This is an optimization exercise on Yosys and OpenROAD, whose aim is small area, a short achievable clock period and few clock cycles, not a production implementation. At most, simulation tests tie the RTL to the original design; equivalence was not proved. Power is estimated from default activity; no workload was simulated.

== run a ==
## Match_Ctrl
module Match_Ctrl #(
    parameter Match_Threshold = 10,
    parameter PSR = 5  
)
(
    input clk,
    input rst,
    input start,
    output [59:0] dout,
    output dout_valid,
    output match_done,
    input wire [9:0] DesNum_RP,
    input wire [9:0] DesNum_RR,
    input wire [9:0] DesNum_RL,
    output  [9:0] R_R_addr,
    input [147:0] R_R_data,
    output  [9:0] R_P_addr,
    input [147:0] R_P_data,
    output [9:0] R_L_addr,
    input [147:0] R_L_data
    );
localparam IDLE = 2'd0, LOAD = 2'd1, STREAM = 2'd2, DRAIN = 2'd3;
reg [1:0] state;
reg [9:0] la, pa, ra;            
reg [7:0] grp;                   
reg [7:0] gprev;                 
reg [9:0] rem;                   
reg [1:0] ldk;                   
reg [9:0] j;                     
reg [9:0] nPm1, nRm1, mlast;     
wire [9:0] mx4;                  
reg [3:0] svq;                   
reg [3:0] pend;                  
reg fin;
reg [4*10-1:0] bestP, bestR;
wire [3:0] hitP;
  ...
Size: about 4,700 cells after synthesis, about 1,200 flip-flops, roughly 570 I/O pins, about 0.069 mm^2 of cells after synthesis.
export LEC_CHECK = 0
export ABC_CLOCK_PERIOD_IN_PS = 2800
export CAP_MARGIN = 20
export CORE_MARGIN = 2
export CORE_UTILIZATION = 40
export SETUP_SLACK_MARGIN = 3.5
export SLEW_MARGIN = 20
export SYNTH_HIERARCHICAL = 1
export SYNTH_MINIMUM_KEEP_SIZE = 0
create_clock -name core_clock -period 6.6 [get_ports {clk}]
standard.sh (not shown) runs the stock make flow with config.mk's settings and CLKGATE_MAP_FILE= SYNTH_SCRIPT=/design/flow/synth_recipe.tcl, a recipe that flattens the netlist after the stock synthesis.
==> flow/flow/run.sh <==
#!/bin/bash
# The standard layout (standard.sh, all steps), except that the port
# buffers that global placement inserts on every input and output are
# sky130_fd_sc_hd__buf_1 cells (ORFS's BUFFER_PORTS_ARGS); timing repair may
# still resize them.  The whole make output goes to standard.log, and ORFS
# keeps each step's own log under orfs/logs/.
set -euo pipefail
export BUFFER_PORTS_ARGS="-buffer_cell sky130_fd_sc_hd__buf_1"
bash standard.sh > standard.log 2>&1
Testbench counts of run a, summed over its fixed seeds: cycles 142,190.
What run b does differently from run a at the input level:
-- flow/design.v --
<<< run a, line 290
    output ok
    );
function plus1;
    input [6:0] x, y;
    integer k, i;
    reg lo, hi, r;
    begin
        r = 1'b0;
        for (k = 0; k < 7; k = k + 1) begin
            lo = 1'b1;
            hi = 1'b1;
            for (i = 0; i < 7; i = i + 1) begin
                if (i < k) lo = lo & ~x[i] & y[i];
                if (i > k) hi = hi & ~(x[i] ^ y[i]);
            end
            r = r | (x[k] & ~y[k] & lo & hi);
        end
        plus1 = r;
    end
endfunction
wire [6:0] A = rowA[9:3];
wire [6:0] B = rowB[9:3];
wire [3:0] a = {1'b0, rowA[2:0]};
wire [3:0] b = {1'b0, rowB[2:0]};
wire eq  = (A == B);
wire aup = plus1(A, B);
wire bup = plus1(B, A);
wire near = (a <= b + 4'd4) && (b <= a + 4'd4);
wire bfar = (b >= a + 4'd4);
wire afar = (a >= b + 4'd4);
assign ok = (eq && near) || (aup && bfar) || (bup && afar);
endmodule
`timescale 1ns / 1ps
>>> run b, line 290
    output ok
    );
wire [10:0] d = {1'b0, rowA} - {1'b0, rowB};
wire hi0 = (d[10:3] == 8'h00);
wire hi1 = (d[10:3] == 8'hFF);
assign ok = (hi0 && (d[2:0] <= 3'd4)) || (hi1 && d[2]);
endmodule
`timescale 1ns / 1ps
<<< run a, line 350
reg [1:0] ldk;                   
reg [9:0] j;                     
reg [9:0] nPm1, nRm1, mlast;     
wire [9:0] mx4;                  
reg [3:0] svq;                   
reg [3:0] pend;                  
>>> run b, line 325
reg [1:0] ldk;                   
reg [9:0] j;                     
reg [9:0] nPr, nRr, mlast;       
wire [9:0] mx;                   
reg [3:0] svq;                   
reg [3:0] pend;                  
<<< run a, line 358
wire [3:0] hitP;
always @(posedge clk) begin
    nPm1 <= DesNum_RP - 10'd1;
    nRm1 <= DesNum_RR - 10'd1;
    mlast <= (nPm1 > mx4) ? nPm1 : mx4;
end
assign mx4 = (nRm1 > 10'd4) ? nRm1 : 10'd4;
wire zero = (DesNum_RL == 10'd0) || (DesNum_RP == 10'd0) || (DesNum_RR == 10'd0);
wire lastj = (j == mlast);
>>> run b, line 333
wire [3:0] hitP;
always @(posedge clk) begin
    nPr <= DesNum_RP;
    nRr <= DesNum_RR;
    mlast <= (mx > 10'd5) ? mx - 10'd1 : 10'd4;
end
assign mx = (nPr > nRr) ? nPr : nRr;
wire zero = (DesNum_RL == 10'd0) || (DesNum_RP == 10'd0) || (DesNum_RR == 10'd0);
wire lastj = (j == mlast);
<<< run a, line 474
reg [4*4-1:0]  hdP;
reg [3:0]      hiP;             
reg [3:0]      hitr;
reg [4*4-1:0]  minP;
reg [4*8-1:0]  minR;
>>> run b, line 449
reg [4*4-1:0]  hdP;
reg [3:0]      hiP;             
reg [4*4-1:0]  minP;
reg [4*8-1:0]  minR;
<<< run a, line 514
        end
    end
    always @(posedge clk)
        if (updP)
            hitr[k] <= 1'b1;
        else if (v4 && first)
            hitr[k] <= 1'b0;
    assign hitP[k] = hitr[k];
end
endgenerate
>>> run b, line 488
        end
    end
    assign hitP[k] = (minP[k*4 +: 4] != Match_Threshold);
end
endgenerate
==> run notes <==
- Time the final worst path needs with I/O delays and setup (run b over run a): increase, 0.30 ns
- Note that the clock-buffer cell count recorded for run a amounts to 0.944 times the value seen in run b.
- Per the comparison of run b with run a, global-route usage has decreased, final non-filler cell area picked up an extra about 1%, share of the core filled with cells in the final layout grew by 0.57 points, synthesized-area fraction occupied by ao, oa, aoi and oai cells now sits lower.
- The met2 routed wirelength reported for run b is smaller than that of run a by 2700 um.
- Setup WNS run a -> run b: worse
- Summary: worst hold-check slack, run b worse than run a
- Compared with run a, in run b minimum setup slack among reg-to-reg paths rose 0.04 ns; met1 global-route usage about even; quantity of gates resized following cts rose 7.
For run b, only the layout was checked, not whether the RTL still works.

Another version of the RTL of Match_Ctrl (not shown whole).
Size: roughly 1500 cells after synthesis, about 280 flip-flops, ~570 I/O pins, about 0.018 mm2 of cells after synthesis.
==> module Match_Ctrl, before the edit <==
module Match_Ctrl #(
    parameter Match_Threshold = 10,
    parameter PSR = 5  
)
(
    input clk,
    input rst,
    input start,
    output [59:0] dout,
    output dout_valid,
    output match_done,
    input wire [9:0] DesNum_RP,
    input wire [9:0] DesNum_RR,
    input wire [9:0] DesNum_RL,
    output  [9:0] R_R_addr,
    input [147:0] R_R_data,
    output  [9:0] R_P_addr,
    input [147:0] R_P_data,
    output [9:0] R_L_addr,
    input [147:0] R_L_data
    );
localparam IDLE = 2'd0, RUN = 2'd1, DRAIN = 2'd2;
reg [1:0] state;
reg [9:0] a, aprev, j;
reg rr_q;                        
reg fin;                         
reg [9:0] bestP, bestR;
wire zero = (DesNum_RL == 10'd0) || (DesNum_RP == 10'd0) || (DesNum_RR == 10'd0);
wire [9:0] j1 = j + 10'd1;
wire lastj = (j >= 10'd4) && (j >= DesNum_RP - 10'd1) && (j >= DesNum_RR - 10'd1);
wire [9:0] a1 = a + 10'd1;
wire lastL = (a1 == DesNum_RL);
wire go    = (state == IDLE) && start && !zero;
wire issue = go || ((state == RUN) && !rr_q);
reg v1, p1, r1, l1;
reg v2, p2, r2, l2;
reg v3, p3, r3, l3;
reg v4, p4, r4, l4;
reg dv1, dv2, done1, done2;
always @(posedge clk) begin
    p1 <= (j < DesNum_RP);
    r1 <= (j < DesNum_RR);
    l1 <= lastj;
    p2 <= p1; r2 <= r1; l2 <= l1;
    p3 <= p2; r3 <= r2; l3 <= l2;
    p4 <= p3; r4 <= r3; l4 <= l3;
    if (rst) begin
        state <= IDLE;
        a <= 0;
        j <= 0;
        v1 <= 0; v2 <= 0; v3 <= 0; v4 <= 0;
        dv1 <= 0; dv2 <= 0;
        done1 <= 0; done2 <= 0;
    end else begin
        v1 <= issue;
        v2 <= v1;
        v3 <= v2;
        v4 <= v3;
        dv1 <= rr_q;
        dv2 <= dv1;
        done1 <= ((state == IDLE) && start && zero) || ((state == DRAIN) && fin);
        done2 <= done1;
        case (state)
            IDLE: begin
                a <= 0;
                j <= 0;
                if (go) begin
                    j <= 1;
                    state <= RUN;
                end
            end
            RUN: begin
                if (!rr_q) begin
                    if (lastj) begin
                        j <= 0;
                        a <= a1;
                        aprev <= a;
                        if (lastL)
                            state <= DRAIN;
                    end else
                        j <= j1;
                end
            end
            default: begin  
                if (fin)
                    state <= IDLE;
            end
        endcase
    end
end
wire [127:0] dL = R_L_data[127:0];
wire rowok;
row_window u_row(.rowA(R_R_data[137:128]), .rowB(R_L_data[137:128]), .ok(rowok));
wire [39:0] yP, yR;
reg  [39:0] yP1, yR1;
wire [10:0] zP, zR;
reg  [10:0] zP2, zR2;
wire [7:0] dP, dR;
reg rk2, rk3, rk4;
hd_s1 u_s1P(.a(dL), .b(R_P_data[127:0]), .y(yP));
hd_s1 u_s1R(.a(dL), .b(R_R_data[127:0]), .y(yR));
hd_s2 u_s2P(.y(yP1), .z(zP));
hd_s2 u_s2R(.y(yR1), .z(zR));
hd_s3 u_s3P(.z(zP2), .d(dP));
hd_s3 u_s3R(.z(zR2), .d(dR));
reg [7:0] hdR;
reg [3:0] hdP;
reg ltP;
always @(posedge clk) begin
    yP1 <= yP;
    yR1 <= yR;
    zP2 <= zP;
    zR2 <= zR;
    hdR <= dR;
    hdP <= dP[3:0];
    ltP <= (dP < Match_Threshold);
    rk2 <= rowok;
    rk3 <= rk2;
    rk4 <= rk3;
end
reg fresh;
reg [9:0] jt;
reg [3:0] minP;
reg [7:0] minR;
reg rokR;
wire first = fresh;
wire [9:0] jc = first ? 10'd0 : jt;
wire [3:0] baseP = first ? 4'hF : minP;
wire updP = v4 && p4 && ltP && (hdP < baseP);
wire updR = v4 && r4 && (first || (hdR < minR));
wire [3:0] minP_n = updP ? hdP : ((v4 && first) ? 4'hF : minP);
wire rokR_n = updR ? rk4 : rokR;
wire fin_n = v4 && l4;
always @(posedge clk) begin
    if (v4)
        jt <= jc + 10'd1;
    minP <= minP_n;
    if (updP)
        bestP <= jc;
    if (updR) begin
        minR <= hdR;
        bestR <= jc;
    end
    rokR <= rokR_n;
    if (rst) begin
        fresh <= 1'b1;
        fin <= 1'b0;
        rr_q <= 1'b0;
    end else begin
        if (v4)
            fresh <= l4;
        fin <= fin_n;
        rr_q <= fin_n && (minP_n != 4'hF) && rokR_n;
    end
end
reg [59:0] dout_r;
always @(posedge clk)
    dout_r <= {R_R_data[147:128], R_P_data[147:128], R_L_data[147:128]};
assign R_L_addr = rr_q ? aprev : a;
assign R_P_addr = rr_q ? bestP : j;
assign R_R_addr = rr_q ? bestR : j;
assign dout = dout_r;
assign dout_valid = dv2;
assign match_done = done2;
endmodule
Settings: LEC_CHECK=0, CAP_MARGIN=20, CORE_MARGIN=2, CORE_UTILIZATION=40, SETUP_SLACK_MARGIN=3.8, SLEW_MARGIN=20, SYNTH_HIERARCHICAL=1, SYNTH_MINIMUM_KEEP_SIZE=0; clock period 6.6 ns.
run.sh (not shown) runs the stock make flow with config.mk's settings and CLKGATE_MAP_FILE= SYNTH_SCRIPT=/design/flow/synth_recipe.tcl, a recipe that flattens the netlist after the stock synthesis.
Stock flow here: none of the scripts above is used.
Next try:
--- a/flow/design.v
+++ b/flow/design.v
@@ -325,5 +325,8 @@
 wire zero = (DesNum_RL == 10'd0) || (DesNum_RP == 10'd0) || (DesNum_RR == 10'd0);
 wire [9:0] j1 = j + 10'd1;
-wire lastj = (j >= 10'd4) && (j >= DesNum_RP - 10'd1) && (j >= DesNum_RR - 10'd1);
+reg [9:0] mx;
+always @(posedge clk)
+    mx <= (DesNum_RP > DesNum_RR) ? DesNum_RP : DesNum_RR;
+wire lastj = (j >= 10'd4) && (j1 >= mx);
 wire [9:0] a1 = a + 10'd1;
 wire lastL = (a1 == DesNum_RL);
Result: Via count is higher by a few percent. Worst setup slack improved by 0.48 ns. Total power climbs slightly. Wire length grows by a few percent. Combinational power stays flat. Clock-buffer cell count climbs by 12. First-iteration DRC count goes down slightly. Final area climbs slightly. Global-route usage rose by 0.44 points. Hold slack is about the same. Synthesized area climbs slightly. Synthesized cell count drops slightly. Final cell count grows slightly. Die area rises slightly.
Testbench counts after the change, summed over its fixed seeds: cycles 533,436.
No functional check of the RTL was part of the first run of this note.

-- static timing again, ports no longer ideal --
No port has a modelled driver above. Below, the same layouts with a new extraction and two added sets of constraints. Step 1: set_driving_cell puts a clkbuf_16 on clk and a buf_2 on each other input, an assumption about the parent block. Step 2, shift: input delay + t, output delay - t, t = (earliest + latest rising clock arrival at the registers) / 2. This alone moves slack from input paths to output paths. Slacks: no drivers / after step 1 / after step 2; pairs: no drivers / after step 1.
| run | shift t [ns] | slack for setup (ns) | worst setup path at the end | worst slew at a driven data input, ns |
|---|---|---|---|---|
| run a | 0.867 | 3.649 / 3.649 / 2.794 | input to register | 0.21 |
| run b | 0.851 | 3.351 / 3.395 / 2.544 | input to register | 0.20 |
| the first run of note 2 | 0.592 | 2.868 / 2.888 / 2.296 | input to register | 0.17 |
| the second run of note 2 | 0.612 | 3.344 / 3.362 / 2.750 | input to register | 0.11 |
After both steps setup and hold are still met in every run listed. The setup slack of run a, which loses most, moves by 0.000 ns with the drivers and by -0.855 ns with both steps.
